What follows belongs to an exercise in optimizing a design on an open flow for small area; a production flow would make more cautious choices. Only simulation tests tie the RTL to the original design; equivalence was not proved. Power figures rest on the tool's default switching activity, not on a simulated workload.

==> delta: inputs <==
==> flow/design.v <==
module checkers_top (
    input             clk,
    input             rst_n,
    input             draw_n,
    input             submit_n,
    input      [3:0]  sw,
    output     [6:0]  hex0,
    output     [6:0]  hex1,
    output     [6:0]  hex2,
    output     [6:0]  hex3,
    output     [9:0]  ledr,
    output     [14:0] fb_addr,
    output     [23:0] fb_data,
    output            fb_we
);
reg [31:0] be;    
reg [31:0] bp;    
reg [31:0] bk;    
reg turn;         
assign hex0 = {1'b1, turn, turn, turn, 2'b00, turn};
assign hex1 = 7'b1000000;
assign hex2 = 7'b1000000;
assign hex3 = 7'b1111111;
reg [17:0] c;
reg [3:0] x1, y1, x2, y2;
wire pressed = !submit_n;
wire [2:0] sr = y1[2:0] + {2'b00, x1[3]};
wire [4:0] sb = {sr, x1[2:1]};
wire sdark = x1[0] ^ sr[0];
wire [2:0] tr = y2[2:0] + {2'b00, x2[3]};
wire [4:0] tb = {tr, x2[2:1]};
wire tdark = x2[0] ^ tr[0];
wire s_e = be[sb];
wire s_p = bp[sb];
wire s_k = bk[sb];
wire t_e = be[tb];
wire ok1 = sdark & ~s_e & tdark & t_e;
wire mine = s_p ^ turn;
wire [3:0] dx = (x1 > x2) ? x1 - x2 : x2 - x1;
wire [3:0] dy = (y1 > y2) ? y1 - y2 : y2 - y1;
wire d1 = (dx == 4'd1) && (dy == 4'd1);
wire d2 = (dx == 4'd2) && (dy == 4'd2);
wire [4:0] xsum = x1 + x2;
wire [4:0] ysum = y1 + y2;
wire [3:0] xm = xsum[4:1];
wire [3:0] ym = ysum[4:1];
wire [2:0] mr = ym[2:0] + {2'b00, xm[3]};
wire [4:0] mb = {mr, xm[2:1]};
wire mdark = xm[0] ^ mr[0];
wire king = (tr == 3'd0) | ((tr == 3'd7) & (x2[2:0] != 3'd0));
wire valid = ok1 & mine & (d1 | d2);
wire lowc = ~|c[17:4];
wire c_sel = lowc & (c[3:0] >= 4'd2) & (c[3:0] <= 4'd10);
wire c_done = lowc & (c[3:0] == 4'd11);
wire c_end = &{c[17], c[14], c[11], c[9], c[3], c[1], c[0]};    
wire upd = (c == 18'd23);
wire up = (|c[17:5]) | (c[4] & c[3] & (|c[2:0]));               
wire [4:0] off = !ok1 ? 5'd17 : !mine ? 5'd16 : d1 ? 5'd13 : d2 ? 5'd12 : 5'd15;
always @(posedge clk or negedge rst_n) begin
    if (!rst_n)
        c <= 18'd0;
    else if (c_end)
        c <= 18'd0;
    else if (c_done)
        c <= {13'd0, off};
    else if (!c_sel || (c[0] == pressed))
        c <= c + 18'd1;
end
always @(posedge clk) begin
    if (lowc && c[3:0] == 4'd3) x1 <= sw;
    if (lowc && c[3:0] == 4'd5) y1 <= sw;
    if (lowc && c[3:0] == 4'd7) x2 <= sw;
    if (lowc && c[3:0] == 4'd9) y2 <= sw;
end
integer i;
always @(posedge clk or negedge rst_n) begin
    if (!rst_n) begin
        be <= 32'h000FF000;
        bp <= 32'hFFF00000;
        bk <= 32'h00000000;
        turn <= 1'b1;
    end else if (upd && valid) begin
        turn <= ~turn;
        for (i = 0; i < 32; i = i + 1) begin
            if (i == tb) begin
                be[i] <= 1'b0;
                bp[i] <= s_p;
                bk[i] <= s_k | king;
            end else if (i == sb || (d2 && mdark && i == mb)) begin
                be[i] <= 1'b1;
            end
        end
    end
end
localparam [3:0] D_SA = 4'd0, D_CI = 4'd1, D_CC = 4'd2, D_SC = 4'd3,
                 D_EW = 4'd4, D_W1 = 4'd5, D_W2 = 4'd6, D_W3 = 4'd7,
                 D_DW = 4'd8, D_IU = 4'd9, D_ST = 4'd10, D_S0 = 4'd11;
localparam [2:0] K_P1 = 3'd0, K_K1 = 3'd1, K_P2 = 3'd2, K_K2 = 3'd3,
                 K_E = 3'd4, K_W = 3'd7;
reg [3:0] ds;
reg [14:0] addr;
reg [3:0] s15;    
reg [2:0] yc;     
reg [3:0] m15;    
reg [2:0] xc;     
reg [2:0] colr;
reg [2:0] dat;
wire en = ~draw_n | up;
wire wrap = &{addr[13], addr[12], addr[11], addr[6], addr[0]};   
wire [4:0] rb = {yc, xc[2:1]};
wire light = ~(xc[0] ^ yc[0]);
wire [2:0] cls = light ? K_W : be[rb] ? K_E : {1'b0, bp[rb], bk[rb]};
always @(posedge clk or negedge rst_n) begin
    if (!rst_n) begin
        ds <= D_ST;
        addr <= 15'd0;
        s15 <= 4'd0;
        yc <= 3'd0;
        m15 <= 4'd15;
        xc <= 3'd0;
        colr <= K_E;
    end else begin
        case (ds)
            D_ST: ds <= D_S0;
            D_S0: ds <= D_CI;
            D_SA: ds <= D_CI;
            D_CI: ds <= D_CC;
            D_CC: ds <= D_SC;
            D_SC: ds <= en ? D_EW : D_IU;
            D_EW: ds <= D_W1;
            D_W1: ds <= D_W2;
            D_W2: ds <= D_W3;
            D_W3: ds <= D_DW;
            D_DW: ds <= D_IU;
            D_IU: ds <= D_SA;
            default: ds <= D_ST;
        endcase
        if (ds == D_SA) begin
            if (wrap) begin
                addr <= 15'd0;
                s15 <= 4'd0;
                yc <= 3'd0;
                m15 <= 4'd15;
                xc <= 3'd0;
            end else begin
                addr <= addr + 15'd1;
                s15 <= (s15 == 4'd14) ? 4'd0 : s15 + 4'd1;
                if (s15 == 4'd14) yc <= yc + 3'd1;
                if (s15 == 4'd0 && yc == 3'd0) begin
                    m15 <= (m15 == 4'd14) ? 4'd0 : m15 + 4'd1;
                    if (m15 == 4'd14 && xc != 3'd7) xc <= xc + 3'd1;
                end
            end
        end
        if (ds == D_SC) colr <= cls;
    end
end
always @(posedge clk) begin
    if (ds == D_CC) dat <= colr;
end
reg [23:0] rgb;
always @(*) begin
    case (dat)
        K_P1: rgb = 24'h98f5f9;
        K_K1: rgb = 24'h3f97fc;
        K_P2: rgb = 24'hfe5c5e;
        K_K2: rgb = 24'hd80305;
        K_E:  rgb = 24'h000000;
        default: rgb = 24'hffffff;
    endcase
end
assign fb_addr = addr;
assign ledr = addr[9:0];
assign fb_data = rgb;
assign fb_we = (ds == D_W1) | (ds == D_W2) | (ds == D_W3) | (ds == D_DW);
endmodule
==> flow/run.sh <==
#!/bin/bash
# synth_recipe.tcl (not shown) runs the flow's synth.tcl, then flattens the netlist and writes it again
# the make line also repeats each setting of config.mk as NAME=value (left out here)
make -C /OpenROAD-flow-scripts/flow DESIGN_CONFIG=/design/flow/config.mk WORK_HOME=/design/flow/orfs CLKGATE_MAP_FILE= SYNTH_SCRIPT=/design/flow/synth_recipe.tcl finish
==> flow/config.mk <==
export PLATFORM = sky130hd
export DESIGN_NAME = checkers_top
export DESIGN_NICKNAME = checkers_top
export VERILOG_FILES = /design/flow/design.v
export SDC_FILE = /design/flow/constraint.sdc
export NUM_CORES = 4
export LEC_CHECK = 0
export CAP_MARGIN = 20
export CORE_MARGIN = 2
export CORE_UTILIZATION = 40
export PLACE_DENSITY = 0.6
export SLEW_MARGIN = 20
==> flow/constraint.sdc <==
create_clock -name core_clock -period 10.0 [get_ports {clk}]
set_input_delay 2.0000 -clock core_clock [delete_from_list [all_inputs] [get_ports {clk}]]
set_output_delay 2.0000 -clock core_clock [all_outputs]
set_load 0.01 [all_outputs]
==> nickel: changes against delta <==
==> flow/design.v, changed modules only <==
module checkers_top (
    input             clk,
    input             rst_n,
    input             draw_n,
    input             submit_n,
    input      [3:0]  sw,
    output     [6:0]  hex0,
    output     [6:0]  hex1,
    output     [6:0]  hex2,
    output     [6:0]  hex3,
    output     [9:0]  ledr,
    output     [14:0] fb_addr,
    output     [23:0] fb_data,
    output            fb_we
);
reg [31:0] be;    
reg [31:0] bp;    
reg [31:0] bk;    
reg turn;         
assign hex0 = {1'b1, turn, turn, turn, 2'b00, turn};
assign hex1 = 7'b1000000;
assign hex2 = 7'b1000000;
assign hex3 = 7'b1111111;
reg F;
reg [4:0] cl;
reg [12:0] ch;
reg [2:0] y2h;
wire pressed = !submit_n;
wire [3:0] x1 = ch[3:0];
wire [3:0] y1 = ch[7:4];
wire [3:0] x2 = ch[11:8];
wire [3:0] y2 = {y2h, ch[12]};
reg s_e, s_p, s_k, t_e;
wire [2:0] sr = y1[2:0] + {2'b00, x1[3]};
wire [4:0] sb = {sr, x1[2:1]};
wire sdark = x1[0] ^ sr[0];
wire [2:0] tr = y2[2:0] + {2'b00, x2[3]};
wire [4:0] tb = {tr, x2[2:1]};
wire tdark = x2[0] ^ tr[0];
wire ok1 = sdark & ~s_e & tdark & t_e;
wire mine = s_p ^ turn;
wire [4:0] dx = {1'b0, x1} - {1'b0, x2};
wire [4:0] dy = {1'b0, y1} - {1'b0, y2};
wire d1 = ((dx == 5'd1) | (dx == 5'd31)) & ((dy == 5'd1) | (dy == 5'd31));
wire d2 = ((dx == 5'd2) | (dx == 5'd30)) & ((dy == 5'd2) | (dy == 5'd30));
wire [4:0] xsum = x1 + x2;
wire [4:0] ysum = y1 + y2;
wire [3:0] xm = xsum[4:1];
wire [3:0] ym = ysum[4:1];
wire [2:0] mr = ym[2:0] + {2'b00, xm[3]};
wire [4:0] mb = {mr, xm[2:1]};
wire mdark = xm[0] ^ mr[0];
wire king = (tr == 3'd0) | ((tr == 3'd7) & (x2[2:0] != 3'd0));
wire valid = ok1 & mine & (d1 | d2);
wire c_sel = (cl >= 5'd2) & (cl <= 5'd10);
wire c_end = &{ch[12], ch[9], ch[6], ch[4], cl[3], cl[1], cl[0]};    
wire upd = !F & (cl == 5'd23);
wire up = F;
wire [4:0] off = !ok1 ? 5'd20 : !mine ? 5'd19 : d1 ? 5'd16 : d2 ? 5'd15 : 5'd18;
always @(posedge clk or negedge rst_n) begin
    if (!rst_n) begin
        F <= 1'b0;
        cl <= 5'd31;
    end else if (F) begin
        if (c_end) begin
            F <= 1'b0;
            cl <= 5'd0;
        end else
            cl <= cl + 5'd1;
    end else if (cl == 5'd24) begin
        F <= 1'b1;
        cl <= 5'd25;
    end else if (cl == 5'd14)
        cl <= off;
    else if (cl == 5'd31)
        cl <= 5'd1;
    else if (!c_sel || (cl[0] == pressed))
        cl <= cl + 5'd1;
end
always @(posedge clk) begin
    if (F) begin
        if (&cl) ch <= ch + 13'd1;
    end else begin
        if (cl == 5'd24) ch <= 13'd0;
        if (cl == 5'd3) ch[3:0] <= sw;
        if (cl == 5'd5) ch[7:4] <= sw;
        if (cl == 5'd7) ch[11:8] <= sw;
        if (cl == 5'd9) {y2h, ch[12]} <= sw;
    end
end
wire dsc;
wire [4:0] rb;
wire [4:0] ra = dsc ? rb : (cl >= 5'd10) ? tb : sb;
wire r_e = be[ra];
wire r_p = bp[ra];
wire r_k = bk[ra];
always @(posedge clk) begin
    if (!F && !dsc && cl >= 5'd6 && cl <= 5'd9) begin
        s_e <= r_e;
        s_p <= r_p;
        s_k <= r_k;
    end
    if (!F && !dsc && cl >= 5'd10 && cl <= 5'd13)
        t_e <= r_e;
end
wire binit = !F & (cl == 5'd31);
always @(posedge clk or negedge rst_n) begin
    if (!rst_n)
        turn <= 1'b1;
    else if (upd && valid)
        turn <= ~turn;
end
integer i;
always @(posedge clk) begin
    if (binit) begin
        be <= 32'h000FF000;
        bp <= 32'hFFF00000;
        bk <= 32'h00000000;
    end else if (upd && valid) begin
        for (i = 0; i < 32; i = i + 1) begin
            if (i == tb) begin
                be[i] <= 1'b0;
                bp[i] <= s_p;
                bk[i] <= s_k | king;
            end else if (i == sb || (d2 && mdark && i == mb)) begin
                be[i] <= 1'b1;
            end
        end
    end
end
localparam [3:0] D_SA = 4'd0, D_CI = 4'd1, D_CC = 4'd2, D_SC = 4'd3,
                 D_EW = 4'd4, D_W1 = 4'd5, D_W2 = 4'd6, D_W3 = 4'd7,
                 D_DW = 4'd8, D_IU = 4'd9, D_ST = 4'd10, D_S0 = 4'd11;
localparam [2:0] K_P1 = 3'd0, K_K1 = 3'd1, K_P2 = 3'd2, K_K2 = 3'd3,
                 K_E = 3'd4, K_W = 3'd7;
reg [3:0] ds;
reg [14:0] addr;
reg [3:0] s15;    
reg [2:0] yc;     
reg [3:0] m15;    
reg [2:0] xc;     
reg [2:0] colr;
reg [2:0] dat;
wire en = ~draw_n | up;
wire wrap = &{addr[13], addr[12], addr[11], addr[6], addr[0]};   
assign rb = {yc, xc[2:1]};
assign dsc = (ds == D_SC);
wire light = ~(xc[0] ^ yc[0]);
wire [2:0] cls = light ? K_W : r_e ? K_E : {1'b0, r_p, r_k};
always @(posedge clk or negedge rst_n) begin
    if (!rst_n) begin
        ds <= D_ST;
        addr <= 15'd0;
    end else begin
        case (ds)
            D_ST: ds <= D_S0;
            D_S0: ds <= D_CI;
            D_SA: ds <= D_CI;
            D_CI: ds <= D_CC;
            D_CC: ds <= D_SC;
            D_SC: ds <= en ? D_EW : D_IU;
            D_EW: ds <= D_W1;
            D_W1: ds <= D_W2;
            D_W2: ds <= D_W3;
            D_W3: ds <= D_DW;
            D_DW: ds <= D_IU;
            D_IU: ds <= D_SA;
            default: ds <= D_ST;
        endcase
        if (ds == D_SA) begin
            if (wrap)
                addr <= 15'd0;
            else
                addr <= addr + 15'd1;
        end
    end
end
always @(posedge clk) begin
        if (ds == D_ST || (ds == D_SA && wrap)) begin
                s15 <= 4'd0;
                yc <= 3'd0;
                m15 <= 4'd15;
                xc <= 3'd0;
        end else if (ds == D_SA) begin
            begin
                s15 <= (s15 == 4'd14) ? 4'd0 : s15 + 4'd1;
                if (s15 == 4'd14) yc <= yc + 3'd1;
                if (s15 == 4'd0 && yc == 3'd0) begin
                    m15 <= (m15 == 4'd14) ? 4'd0 : m15 + 4'd1;
                    if (m15 == 4'd14 && xc != 3'd7) xc <= xc + 3'd1;
                end
            end
        end
        if (ds == D_ST) colr <= K_E;
        if (ds == D_SC) colr <= cls;
end
always @(posedge clk) begin
    if (ds == D_CC) dat <= colr;
end
reg [23:0] rgb;
always @(*) begin
    case (dat)
        K_P1: rgb = 24'h98f5f9;
        K_K1: rgb = 24'h3f97fc;
        K_P2: rgb = 24'hfe5c5e;
        K_K2: rgb = 24'hd80305;
        K_E:  rgb = 24'h000000;
        default: rgb = 24'hffffff;
    endcase
end
assign fb_addr = addr;
assign ledr = addr[9:0];
assign fb_data = rgb;
assign fb_we = (ds == D_W1) | (ds == D_W2) | (ds == D_W3) | (ds == D_DW);
endmodule
--- a/flow/config.mk
+++ b/flow/config.mk
@@ -6,4 +6,5 @@
 export NUM_CORES = 4
 export LEC_CHECK = 0
+export ABC_AREA = 1
 export CAP_MARGIN = 20
 export CORE_MARGIN = 2
==> harbor: changes against delta <==
==> flow/design.v, changed modules only <==
module checkers_top (
    input             clk,
    input             rst_n,
    input             draw_n,
    input             submit_n,
    input      [3:0]  sw,
    output     [6:0]  hex0,
    output     [6:0]  hex1,
    output     [6:0]  hex2,
    output     [6:0]  hex3,
    output     [9:0]  ledr,
    output     [14:0] fb_addr,
    output     [23:0] fb_data,
    output            fb_we
);
reg turn;         
assign hex0 = {1'b1, turn, turn, turn, 2'b00, turn};
assign hex1 = 7'b1000000;
assign hex2 = 7'b1000000;
assign hex3 = 7'b1111111;
reg F;
reg [4:0] cl;
reg [12:0] ch;
reg [2:0] y2h;
reg win;          
reg pw;           
wire pressed = !submit_n;
wire [3:0] x1 = ch[3:0];
wire [3:0] y1 = ch[7:4];
wire [3:0] x2 = ch[11:8];
wire [3:0] y2 = {y2h, ch[12]};
reg s_e, s_p, s_k, t_e;
wire [2:0] sr = y1[2:0] + {2'b00, x1[3]};
wire [4:0] sb = {sr, x1[2:1]};
wire sdark = x1[0] ^ sr[0];
wire [2:0] tr = y2[2:0] + {2'b00, x2[3]};
wire [4:0] tb = {tr, x2[2:1]};
wire tdark = x2[0] ^ tr[0];
wire ok1 = sdark & ~s_e & tdark & t_e;
wire mine = s_p ^ turn;
wire [4:0] dx = {1'b0, x1} - {1'b0, x2};
wire [4:0] dy = {1'b0, y1} - {1'b0, y2};
wire d1 = ((dx == 5'd1) | (dx == 5'd31)) & ((dy == 5'd1) | (dy == 5'd31));
wire d2 = ((dx == 5'd2) | (dx == 5'd30)) & ((dy == 5'd2) | (dy == 5'd30));
wire [4:0] xsum = x1 + x2;
wire [4:0] ysum = y1 + y2;
wire [3:0] xm = xsum[4:1];
wire [3:0] ym = ysum[4:1];
wire [2:0] mr = ym[2:0] + {2'b00, xm[3]};
wire [4:0] mb = {mr, xm[2:1]};
wire mdark = xm[0] ^ mr[0];
wire mclr = d2 & mdark;
wire king = (tr == 3'd0) | ((tr == 3'd7) & (x2[2:0] != 3'd0));
wire valid = ok1 & mine & (d1 | d2);
wire P = s_p;
wire K = s_k | king;
wire c_sel = (cl >= 5'd2) & (cl <= 5'd10);
wire c_end = F & (&{ch[12], ch[9], ch[6], ch[4], ~cl[4], cl[3], cl[1], cl[0]});   
wire upd = !F & (cl == 5'd23);
wire up = F;
wire [4:0] off = !ok1 ? 5'd20 : !mine ? 5'd19 : d1 ? 5'd16 : d2 ? 5'd15 : 5'd18;
always @(posedge clk or negedge rst_n) begin
    if (!rst_n) begin
        F <= 1'b0;
        cl <= 5'd0;
        win <= 1'b0;
        pw <= 1'b0;
        turn <= 1'b1;
    end else begin
        if (F) begin
            if (c_end) begin
                F <= 1'b0;
                cl <= 5'd0;
            end else
                cl <= cl + 5'd1;
            if (&cl) begin
                win <= 1'b0;
                pw <= 1'b0;
            end
        end else if (cl == 5'd24) begin
            F <= 1'b1;
            cl <= 5'd25;
        end else if (cl == 5'd14)
            cl <= off;
        else if (!c_sel || (cl[0] == pressed))
            cl <= cl + 5'd1;
        if (upd) begin
            win <= 1'b1;
            pw <= valid;
            if (valid) turn <= ~turn;
        end
    end
end
always @(posedge clk) begin
    if (F) begin
        if (&cl) ch <= win ? 13'd1 : ch + 13'd1;
    end else begin
        if (cl == 5'd3) ch[3:0] <= sw;
        if (cl == 5'd5) ch[7:4] <= sw;
        if (cl == 5'd7) ch[11:8] <= sw;
        if (cl == 5'd9) {y2h, ch[12]} <= sw;
    end
end
reg [95:0] ring;
reg [2:0] ph;
reg ini;
always @(posedge clk or negedge rst_n) begin
    if (!rst_n) begin
        ph <= 3'd0;
        ini <= 1'b1;
    end else begin
        ph <= ph + 3'd1;
        if (ph == 3'd7) ini <= 1'b0;
    end
end
wire [11:0] r0 = ring[11:0];
wire [3:0] tdec = (pw && tr == ph) ? (4'b0001 << x2[2:1]) : 4'b0000;
wire [3:0] sdec = (pw && sr == ph) ? (4'b0001 << x1[2:1]) : 4'b0000;
wire [3:0] mdec = (pw && mclr && mr == ph) ? (4'b0001 << xm[2:1]) : 4'b0000;
wire [3:0] ie = ini ? {4{ph == 3'd3 || ph == 3'd4}} : (r0[3:0] & ~tdec) | sdec | mdec;
wire [3:0] ip = ini ? {4{ph >= 3'd5}} : (r0[7:4] & ~tdec) | (tdec & {4{P}});
wire [3:0] ik = ini ? 4'b0000 : (r0[11:8] & ~tdec) | (tdec & {4{K}});
always @(posedge clk)
    ring <= {ik, ip, ie, ring[95:12]};
wire dsc;
wire [4:0] rb;
wire [4:0] ra = dsc ? rb : (cl >= 5'd10) ? tb : sb;
wire [2:0] rpos = ra[4:2] - ph;
wire [11:0] rw = ring[rpos * 12 +: 12];
wire f_t = pw & (ra == tb);
wire f_s = pw & ((ra == sb) | (mclr & (ra == mb)));
wire r_e = ini ? (ra[4:2] == 3'd3 || ra[4:2] == 3'd4) : f_t ? 1'b0 : f_s ? 1'b1 : rw[ra[1:0]];
wire r_p = ini ? (ra[4:2] >= 3'd5) : f_t ? P : rw[4 + ra[1:0]];
wire r_k = ini ? 1'b0 : f_t ? K : rw[8 + ra[1:0]];
always @(posedge clk) begin
    if (!F && !dsc && cl >= 5'd6 && cl <= 5'd9) begin
        s_e <= r_e;
        s_p <= r_p;
        s_k <= r_k;
    end
    if (!F && !dsc && cl >= 5'd10 && cl <= 5'd13)
        t_e <= r_e;
end
localparam [3:0] D_SA = 4'd0, D_CI = 4'd1, D_CC = 4'd2, D_SC = 4'd3,
                 D_EW = 4'd4, D_W1 = 4'd5, D_W2 = 4'd6, D_W3 = 4'd7,
                 D_DW = 4'd8, D_IU = 4'd9, D_ST = 4'd10, D_S0 = 4'd11;
localparam [2:0] K_P1 = 3'd0, K_K1 = 3'd1, K_P2 = 3'd2, K_K2 = 3'd3,
                 K_E = 3'd4, K_W = 3'd7;
reg [3:0] ds;
reg [14:0] addr;
reg [3:0] s15;    
reg [2:0] yc;     
reg [3:0] m15;    
reg [2:0] xc;     
reg [2:0] colr;
reg [2:0] dat;
wire en = ~draw_n | up;
wire wrap = &{addr[13], addr[12], addr[11], addr[6], addr[0]};   
assign rb = {yc, xc[2:1]};
assign dsc = (ds == D_SC);
wire light = ~(xc[0] ^ yc[0]);
wire [2:0] cls = light ? K_W : r_e ? K_E : {1'b0, r_p, r_k};
always @(posedge clk or negedge rst_n) begin
    if (!rst_n) begin
        ds <= D_ST;
        addr <= 15'd0;
    end else begin
        case (ds)
            D_ST: ds <= D_S0;
            D_S0: ds <= D_CI;
            D_SA: ds <= D_CI;
            D_CI: ds <= D_CC;
            D_CC: ds <= D_SC;
            D_SC: ds <= en ? D_EW : D_IU;
            D_EW: ds <= D_W1;
            D_W1: ds <= D_W2;
            D_W2: ds <= D_W3;
            D_W3: ds <= D_DW;
            D_DW: ds <= D_IU;
            D_IU: ds <= D_SA;
            default: ds <= D_ST;
        endcase
        if (ds == D_SA) begin
            if (wrap)
                addr <= 15'd0;
            else
                addr <= addr + 15'd1;
        end
    end
end
always @(posedge clk) begin
        if (ds == D_ST || (ds == D_SA && wrap)) begin
                s15 <= 4'd0;
                yc <= 3'd0;
                m15 <= 4'd15;
                xc <= 3'd0;
        end else if (ds == D_SA) begin
            begin
                s15 <= (s15 == 4'd14) ? 4'd0 : s15 + 4'd1;
                if (s15 == 4'd14) yc <= yc + 3'd1;
                if (s15 == 4'd0 && yc == 3'd0) begin
                    m15 <= (m15 == 4'd14) ? 4'd0 : m15 + 4'd1;
                    if (m15 == 4'd14 && xc != 3'd7) xc <= xc + 3'd1;
                end
            end
        end
        if (ds == D_ST) colr <= K_E;
        if (ds == D_SC) colr <= cls;
end
always @(posedge clk) begin
    if (ds == D_CC) dat <= colr;
end
reg [23:0] rgb;
always @(*) begin
    case (dat)
        K_P1: rgb = 24'h98f5f9;
        K_K1: rgb = 24'h3f97fc;
        K_P2: rgb = 24'hfe5c5e;
        K_K2: rgb = 24'hd80305;
        K_E:  rgb = 24'h000000;
        default: rgb = 24'hffffff;
    endcase
end
assign fb_addr = addr;
assign ledr = addr[9:0];
assign fb_data = rgb;
assign fb_we = (ds == D_W1) | (ds == D_W2) | (ds == D_W3) | (ds == D_DW);
endmodule
--- a/flow/config.mk
+++ b/flow/config.mk
@@ -6,4 +6,5 @@
 export NUM_CORES = 4
 export LEC_CHECK = 0
+export ABC_AREA = 1
 export CAP_MARGIN = 20
 export CORE_MARGIN = 2
==> comparison <==
Combinational power: nickel is larger than harbor (about 80%).
The highest clock skew belongs to delta, the lowest to harbor.
Sequential power: nickel > harbor > delta.
The lowest sequential share of layout area belongs to nickel, the highest to harbor.
The lowest first-iteration DRC count belongs to harbor, the highest to delta.
Power, lowest first: delta, harbor, nickel.
Via count: nickel > delta > harbor.
Count of clock-buffer cells in the layout: delta is higher than harbor (1).
Fmax, lowest first: delta, harbor, nickel.
Of nickel and delta, nickel has the higher register-to-register slack (gap 1500 ps).
Wire length: harbor < nickel < delta.
==> figures <==
metric                                                                              delta                    nickel                    harbor
Proportion of power drawn by flip-flops and latches                                 35.7%                     25.2%                     29.2%
Setup crit end                                                                      bp[0]                fb_data[8]                   colr[2]
Number of enable-type register cells in the synthesized netlist                        19                        26                        26
Synth Instances                                                                      1195                      1648                      1135
Fraction of registers with async set/reset                                          88.8%                     16.0%                     19.0%
Clock network fraction of total power                                               27.9%                     14.4%                     21.0%
Part of the Yosys area used for sequential elements                                 36.2%                     33.4%                     42.1%
Worst hold slack                                                                   450 ps                    438 ps                    345 ps
Width of the die                                                                   178 um                    169 um                    154 um
First-iteration detailed-routing DRC count                                            955                       751                       490
Die Height                                                                         178 um                    169 um                    154 um
Kind of critical path                                                             reg2reg                   reg2out                   reg2reg
Achievable clock frequency                                                        194 MHz                   236 MHz                   213 MHz
Met1 layer usage reported by global route                                           29.2%                     28.7%                     25.2%
Status                                                           timing/DRC/antenna clean  timing/DRC/antenna clean  timing/DRC/antenna clean
Dominant cell by count in the synthesized netlist                sky130_fd_sc_hd__dfrtp_1  sky130_fd_sc_hd__nand2_1  sky130_fd_sc_hd__nand2_1
Fraction of standard cell area in multi-input logic                                 52.1%                     48.4%                     42.4%
Biggest area consumer among synthesized cells                    sky130_fd_sc_hd__dfrtp_1  sky130_fd_sc_hd__dfxtp_1  sky130_fd_sc_hd__dfxtp_1
Power density relative to cell area                                           184 nW/um^2               384 nW/um^2               300 nW/um^2
NetSw                                                                              988 uW                   2410 uW                   1350 uW
Final worst setup slack                                                           4840 ps                   5770 ps                   5300 ps
Total track usage                                                                   20.9%                     21.9%                     18.2%
Data arrival at the endpoint of the critical path                                 5490 ps                   2230 ps                   4860 ps

static timing again, ports no longer ideal:
Ports are ideal in the flow. The routed layouts listed here were re-timed in OpenROAD.
Step 1 assumes that a clkbuf_16 drives the clock port and a buf_2 every other input.
Step 2 adds t to the input delays and takes it off the output delays; t is the mean of the earliest and latest rising clock arrival at the registers after step 1. Input paths then give back, and output paths get back, about the clock's delay inside the block.
Slacks: ideal / step 1 / step 2; pairs: ideal / step 1.
run | t (ns) | slack for setup (ns) | worst register clock-pin slew, ns | worst data-port slew with drivers (ns)
delta | 0.485 | 4.840 / 4.840 / 4.840 | 0.08 / 0.08 | 0.04
nickel | 0.479 | 5.770 / 5.721 / 6.201 | 0.07 / 0.07 | 0.04
harbor | 0.467 | 5.302 / 5.302 / 5.302 | 0.07 / 0.07 | 0.03
After both steps every run listed still meets setup and hold.
